This is an optimization exercise on Yosys and OpenROAD, whose aim is small area and a short achievable clock period, not a production implementation. The RTL was checked by simulation tests, not by an equivalence proof against the original design. Power figures rest on the tool's default switching activity, not on a simulated workload.

job 101:
==> flow/design.v <==
module cpu( clk, rst_n, hlt, pc, imem_data, dmem_addr, dmem_wdata, dmem_we, dmem_rdata);
    input clk, rst_n;
    output hlt;
    output [15:0] pc;
    input [15:0] imem_data;
    output [15:0] dmem_addr, dmem_wdata;
    output dmem_we;
    input [15:0] dmem_rdata;
    wire [15:0] inst = imem_data;
    wire [3:0] op = inst[15:12];
    wire rst = ~rst_n;
    wire op_add  = (op == 4'h0);
    wire op_sub  = (op == 4'h1);
    wire op_xor  = (op == 4'h2);
    wire op_red  = (op == 4'h3);
    wire op_sll  = (op == 4'h4);
    wire op_sra  = (op == 4'h5);
    wire op_ror  = (op == 4'h6);
    wire op_padd = (op == 4'h7);
    wire op_lw   = (op == 4'h8);
    wire op_sw   = (op == 4'h9);
    wire op_llb  = (op == 4'hA);
    wire op_lhb  = (op == 4'hB);
    wire op_b    = (op == 4'hC);
    wire op_br   = (op == 4'hD);
    wire op_pcs  = (op == 4'hE);
    wire op_hlt  = (op == 4'hF);
    wire op_mem  = op_lw | op_sw;
    wire op_sh   = op_sll | op_sra | op_ror;
    reg [15:0] pc_r;
    reg [2:0] flags_r;    
    reg [255:0] rf;
    wire m2 = op_sw | op_llb | op_lhb;
    wire [15:0] rs, rtr;
    wire [15:0] sel1, sel2;
    genvar d;
    generate for (d = 0; d < 16; d = d + 1) begin : dec
        assign sel1[d] = (inst[7:4] == d);
        assign sel2[d] = m2 ? (inst[11:8] == d) : (inst[3:0] == d);
    end endgenerate
    rdport RP1 (.rf(rf), .sel(sel1), .q(rs));
    rdport RP2 (.rf(rf), .sel(sel2), .q(rtr));
    wire [15:0] rd;
    wire [2:0] flags;
    alu ALU0 (.inst(inst), .rs(rs), .rtr(rtr), .flags_r(flags_r), .rd(rd), .flags(flags));
    wire [15:0] ci, cb;
    wire [14:0] pn, pb;
    assign ci[0] = 1'b1;
    assign cb[0] = 1'b1;
    genvar g;
    generate for (g = 0; g < 15; g = g + 1) begin : pcadd
        wire bb = inst[g < 9 ? g : 8];
        assign pn[g] = pc_r[g+1] ^ ci[g];
        assign ci[g+1] = pc_r[g+1] & ci[g];
        assign pb[g] = pc_r[g+1] ^ bb ^ cb[g];
        assign cb[g+1] = (pc_r[g+1] & bb) | (pc_r[g+1] & cb[g]) | (bb & cb[g]);
    end endgenerate
    wire [15:0] pc_next = {pn, pc_r[0]};
    wire [15:0] pc_br = {pb, pc_r[0]};
    wire fN = flags_r[2], fV = flags_r[1], fZ = flags_r[0];
    reg cond;
    always @(*) begin
        case (inst[11:9])
            3'b000: cond = ~fZ;
            3'b001: cond = fZ;
            3'b010: cond = ~fZ & ~fN;
            3'b011: cond = fN;
            3'b100: cond = fZ | ~fN;
            3'b101: cond = fN | fZ;
            3'b110: cond = fV;
            default: cond = 1'b1;
        endcase
    end
    wire [15:0] pc_new = (op_b & cond) ? pc_br :
                         (op_br & cond) ? rs :
                         op_hlt ? pc_r : pc_next;
    wire rf_we = ~(op_sw | op_b | op_br | op_hlt);
    wire [15:0] wdata = op_lw ? dmem_rdata :
                        op_llb ? {rtr[15:8], inst[7:0]} :
                        op_lhb ? {inst[7:0], rtr[7:0]} :
                        op_pcs ? pc_next : rd;
    integer k;
    always @(posedge clk) begin
        pc_r <= rst ? 16'h0000 : pc_new;
        flags_r <= rst ? 3'b000 : flags;
        for (k = 0; k < 16; k = k + 1)
            if (rst | (rf_we && inst[11:8] == k))
                rf[16*k +: 16] <= wdata & {16{rst_n}};
    end
    assign pc = pc_r;
    assign hlt = op_hlt;
    assign dmem_addr = rd;
    assign dmem_wdata = rtr;
    assign dmem_we = op_sw & rst_n;
endmodule
module rdport(rf, sel, q);
    input [255:0] rf;
    input [15:0] sel;
    output reg [15:0] q;
    integer i;
    always @(*) begin
        q = 16'h0000;
        for (i = 0; i < 16; i = i + 1)
            q = q | (rf[16*i +: 16] & {16{sel[i]}});
    end
endmodule
module alu(inst, rs, rtr, flags_r, rd, flags);
    input [15:0] inst, rs, rtr;
    input [2:0] flags_r;
    output reg [15:0] rd;
    output reg [2:0] flags;
    wire [3:0] op = inst[15:12];
    wire op_add  = (op == 4'h0);
    wire op_sub  = (op == 4'h1);
    wire op_xor  = (op == 4'h2);
    wire op_red  = (op == 4'h3);
    wire op_sll  = (op == 4'h4);
    wire op_sra  = (op == 4'h5);
    wire op_ror  = (op == 4'h6);
    wire op_padd = (op == 4'h7);
    wire op_lw   = (op == 4'h8);
    wire op_sw   = (op == 4'h9);
    wire op_mem  = op_lw | op_sw;
    wire op_sh   = op_sll | op_sra | op_ror;
    wire sub = op_sub;
    wire [15:0] A = op_mem ? {rs[15:1], 1'b0} : rs;
    wire [15:0] Bsrc = op_mem ? {{11{inst[3]}}, inst[3:0], 1'b0} : rtr;
    wire [15:0] B = sub ? ~Bsrc : Bsrc;
    wire [15:0] S = A + B + {15'b0, sub};
    wire [15:0] px = A ^ B;
    wire ovf = (A[15] == B[15]) & (S[15] != A[15]);
    wire sat = ovf & (op_add | op_sub);
    wire [15:0] addsat = sat ? (A[15] ? 16'h0100 : 16'h7FFF) : S;
    wire [4:0] m0 = {1'b0, rs[3:0]} + {1'b0, rtr[3:0]};
    wire [4:0] m1 = {1'b0, rs[7:4]} + {1'b0, rtr[7:4]};
    wire [4:0] m2n = {1'b0, rs[11:8]} + {1'b0, rtr[11:8]};
    wire [4:0] m3 = {1'b0, rs[15:12]} + {1'b0, rtr[15:12]};
    wire [3:0] n0 = m0[3:0];
    wire [3:0] n1 = m1[3:0];
    wire [3:0] n2 = m2n[3:0];
    wire [3:0] n3 = m3[3:0];
    wire ov0 = (rs[3] == rtr[3]) & (n0[3] != rs[3]);
    wire ov1 = (rs[7] == rtr[7]) & (n1[3] != rs[7]);
    wire [15:0] padd;
    assign padd[3:0]   = ov0 ? (rs[3] ? 4'h1 : 4'h7) : n0;
    assign padd[7:4]   = ov1 ? (rs[7] ? 4'h1 : 4'h7) : n1;
    assign padd[11:8]  = (ov0 & ~(rs[11] ^ rtr[11])) ? (rs[11] ? 4'h1 : 4'h7) : n2;
    assign padd[15:12] = (ov0 & ~(rs[15] ^ rtr[15])) ? (rs[15] ? 4'h1 : 4'h7) : n3;
    wire [9:0] X = {2'b0, rs[7:0]} + {2'b0, rtr[7:0]} + {2'b0, rs[15:8]} + {2'b0, rtr[15:8]};
    wire c1 = m1[4] | ((m1[3:0] == 4'hF) & m0[4]);
    wire c2 = m3[4] | ((m3[3:0] == 4'hF) & m2n[4]);
    wire kk = X[8] ^ c1 ^ c2;
    wire [4:0] T = {4'b0, kk} + (c1 ? 5'd15 : 5'd0) + (c2 ? 5'd15 : 5'd0);
    wire [15:0] red = {{4{T[4]}}, T[3:0], X[7:0]};
    wire [3:0] n = inst[3:0];
    wire [3:0] r = op_sll ? (4'd0 - n) : n;
    wire [15:0] s1 = r[0] ? {rs[0],   rs[15:1]} : rs;
    wire [15:0] s2 = r[1] ? {s1[1:0], s1[15:2]} : s1;
    wire [15:0] s3 = r[2] ? {s2[3:0], s2[15:4]} : s2;
    wire [15:0] s4 = r[3] ? {s3[7:0], s3[15:8]} : s3;
    wire [15:0] lowm = ~(16'hFFFF << n);
    wire [15:0] him  = ~(16'hFFFF >> n);
    wire [15:0] kill = ({16{op_sll}} & lowm) | ({16{op_sra}} & him);
    wire [15:0] fill = {16{op_sra & rs[15]}} & him;
    wire [15:0] sh = (s4 & ~kill) | fill;
    always @(*) begin
        case (op)
            4'h0, 4'h1, 4'h8, 4'h9: rd = addsat;
            4'h2: rd = px;
            4'h3: rd = red;
            4'h4, 4'h5, 4'h6: rd = sh;
            4'h7: rd = padd;
            default: rd = op[3:1] == 3'b101 ? rtr : rs;
        endcase
    end
    always @(*) begin
        if (op_add | op_sub)
            flags = {rd[15], ovf, rd == 16'h0000};
        else if (op_xor | op_sh)
            flags = {flags_r[2:1], flags_r[0] | (rd == 16'h0000)};
        else
            flags = flags_r;
    end
endmodule
==> flow/config.mk <==
export PLATFORM = sky130hd
export DESIGN_NAME = cpu
export DESIGN_NICKNAME = cpu
export VERILOG_FILES = /design/flow/design.v
export SDC_FILE = /design/flow/constraint.sdc
export NUM_CORES = 4
export LEC_CHECK = 0
export CAP_MARGIN = 20
export CORE_MARGIN = 2
export CORE_UTILIZATION = 40
export CTS_CLUSTER_DIAMETER = 80
export CTS_CLUSTER_SIZE = 22
export PLACE_DENSITY = 0.6
export SLEW_MARGIN = 20
export SYNTH_HIERARCHICAL = 1
==> flow/constraint.sdc <==
create_clock -name core_clock -period 22.0 [get_ports {clk}]
set_input_delay 4.4000 -clock core_clock [delete_from_list [all_inputs] [get_ports {clk}]]
set_output_delay 4.4000 -clock core_clock [all_outputs]
set_load 0.01 [all_outputs]
standard.sh (not shown) runs the stock make flow with config.mk's settings and CLKGATE_MAP_FILE= SYNTH_SCRIPT=/design/flow/synth_recipe.tcl, a recipe that flattens the netlist after the stock synthesis.
==> flow/flow/run.sh <==
#!/bin/bash
# The standard layout (standard.sh) with these changes:
#  - synthesis is ORFS's synth.tcl and synth_recipe.tcl unchanged except for the one ABC call,
#    which maps each module with its own ABC script: alu with $W/flow/abc_area2.script, rdport with $S/abc_speed.script,
#    cpu with $W/flow/abc_area2.script (scripts named flow/... are in this folder, the others are ORFS's);
#  - the port buffers are buf_2 cells;
#  - repair_timing aims for 8 ns of setup slack (SETUP_SLACK_MARGIN=8);
#  - no ADDER_MAP_FILE: ABC maps the adders along with the rest of the logic.
# make's output goes to standard.log; ORFS keeps each step's log under orfs/logs/.
set -euo pipefail
W=$(pwd)
S=$FLOW_HOME/scripts
ALU=$W/flow/abc_area2.script; RDP=$S/abc_speed.script; CPU=$W/flow/abc_area2.script
sed 's|^  log_cmd abc {\*}\$abc_args$|  log_cmd abc {*}[lreplace $abc_args 1 1 '"$ALU"'] alu\n  log_cmd abc {*}[lreplace $abc_args 1 1 '"$RDP"'] rdport\n  log_cmd abc {*}[lreplace $abc_args 1 1 '"$CPU"'] cpu|' \
  "$S/synth.tcl" > "$W/flow_synth.tcl"
grep -q "lreplace .abc_args 1 1 $CPU. cpu" "$W/flow_synth.tcl"
sed "s|source \$::env(SCRIPTS_DIR)/synth.tcl|source $W/flow_synth.tcl|" "$W/synth_recipe.tcl" > "$W/flow_synth_recipe.tcl"
grep -q "source $W/flow_synth.tcl" "$W/flow_synth_recipe.tcl"
sed "s|SYNTH_SCRIPT=[^ ]*|SYNTH_SCRIPT=$W/flow_synth_recipe.tcl|" "$W/standard.sh" > "$W/standard_mix.sh"
grep -q "SYNTH_SCRIPT=$W/flow_synth_recipe.tcl" "$W/standard_mix.sh"
export SETUP_SLACK_MARGIN=8
export ADDER_MAP_FILE=
export BUFFER_PORTS_ARGS="-buffer_cell sky130_fd_sc_hd__buf_2"
bash "$W/standard_mix.sh" > standard.log 2>&1
==> flow/flow/abc_area2.script <==
strash
&get -n
&dch -f
&nf -R 1000
&put
topo
stime -c
buffer -c
upsize -c
dnsize -c
Changes in job 102 relative to job 101:
-- flow/design.v --
<<< job 101, line 132
    wire sat = ovf & (op_add | op_sub);
    wire [15:0] addsat = sat ? (A[15] ? 16'h0100 : 16'h7FFF) : S;
    wire [4:0] m0 = {1'b0, rs[3:0]} + {1'b0, rtr[3:0]};
    wire [4:0] m1 = {1'b0, rs[7:4]} + {1'b0, rtr[7:4]};
    wire [4:0] m2n = {1'b0, rs[11:8]} + {1'b0, rtr[11:8]};
    wire [4:0] m3 = {1'b0, rs[15:12]} + {1'b0, rtr[15:12]};
    wire [3:0] n0 = m0[3:0];
    wire [3:0] n1 = m1[3:0];
    wire [3:0] n2 = m2n[3:0];
    wire [3:0] n3 = m3[3:0];
    wire ov0 = (rs[3] == rtr[3]) & (n0[3] != rs[3]);
    wire ov1 = (rs[7] == rtr[7]) & (n1[3] != rs[7]);
>>> job 102, line 132
    wire sat = ovf & (op_add | op_sub);
    wire [15:0] addsat = sat ? (A[15] ? 16'h0100 : 16'h7FFF) : S;
    wire [3:0] n0 = rs[3:0] + rtr[3:0];
    wire [3:0] n1 = rs[7:4] + rtr[7:4];
    wire [3:0] n2 = rs[11:8] + rtr[11:8];
    wire [3:0] n3 = rs[15:12] + rtr[15:12];
    wire ov0 = (rs[3] == rtr[3]) & (n0[3] != rs[3]);
    wire ov1 = (rs[7] == rtr[7]) & (n1[3] != rs[7]);
<<< job 101, line 148
    assign padd[15:12] = (ov0 & ~(rs[15] ^ rtr[15])) ? (rs[15] ? 4'h1 : 4'h7) : n3;
    wire [9:0] X = {2'b0, rs[7:0]} + {2'b0, rtr[7:0]} + {2'b0, rs[15:8]} + {2'b0, rtr[15:8]};
    wire c1 = m1[4] | ((m1[3:0] == 4'hF) & m0[4]);
    wire c2 = m3[4] | ((m3[3:0] == 4'hF) & m2n[4]);
    wire kk = X[8] ^ c1 ^ c2;
    wire [4:0] T = {4'b0, kk} + (c1 ? 5'd15 : 5'd0) + (c2 ? 5'd15 : 5'd0);
>>> job 102, line 144
    assign padd[15:12] = (ov0 & ~(rs[15] ^ rtr[15])) ? (rs[15] ? 4'h1 : 4'h7) : n3;
    wire [9:0] X = {2'b0, rs[7:0]} + {2'b0, rtr[7:0]} + {2'b0, rs[15:8]} + {2'b0, rtr[15:8]};
    wire [8:0] lo9 = {1'b0, rs[7:0]} + {1'b0, rtr[7:0]};
    wire [8:0] hi9 = {1'b0, rs[15:8]} + {1'b0, rtr[15:8]};
    wire c1 = lo9[8];
    wire c2 = hi9[8];
    wire kk = X[8] ^ c1 ^ c2;
    wire [4:0] T = {4'b0, kk} + (c1 ? 5'd15 : 5'd0) + (c2 ? 5'd15 : 5'd0);
==> comparison <==
Looking at total design power across both flows, job 102 is the stronger of the two, with job 101 trailing.
Combinational share of power for job 102 is higher than for job 101.
Between job 102 and job 101, the switching share of power does not differ in any meaningful way.
Job 102: fraction of area in registers lower than job 101
Job 101 vs job 102, uppermost layer routed: met4 vs met5
After synthesis and placement, the instance count of job 102 is above that of job 101.
Job 101 reports its termination of the worst setup path as dmem_addr[15] while job 102 reports dmem_addr[12].

==> static timing again, ports no longer ideal <==
How much do the figures lean on ideal ports? The routed layouts below were timed once more, with nothing changed but the port constraints. Step 1, drivers: a clkbuf_16 drives clk and a buf_2 each remaining input, both assumed. Step 2 adds t to the input delays and takes it off the output delays; t is the mean of the earliest and latest rising clock arrival at the registers after step 1. Input paths then give back, and output paths get back, about the clock's delay inside the block. a / b / c = ideal ports / drivers / drivers and shift; a / b = the first two.
run | t, ns | setup WS [ns] | worst register clock-pin slew, ns
job 101 | 0.566 | 8.263 / 8.243 / 8.243 | 0.10 / 0.10
job 102 | 0.556 | 8.249 / 8.211 / 8.211 | 0.09 / 0.09
After both steps every run listed still meets setup and hold. The setup slack of job 102, which loses most, moves by -0.038 ns with the drivers and by -0.038 ns with both steps.
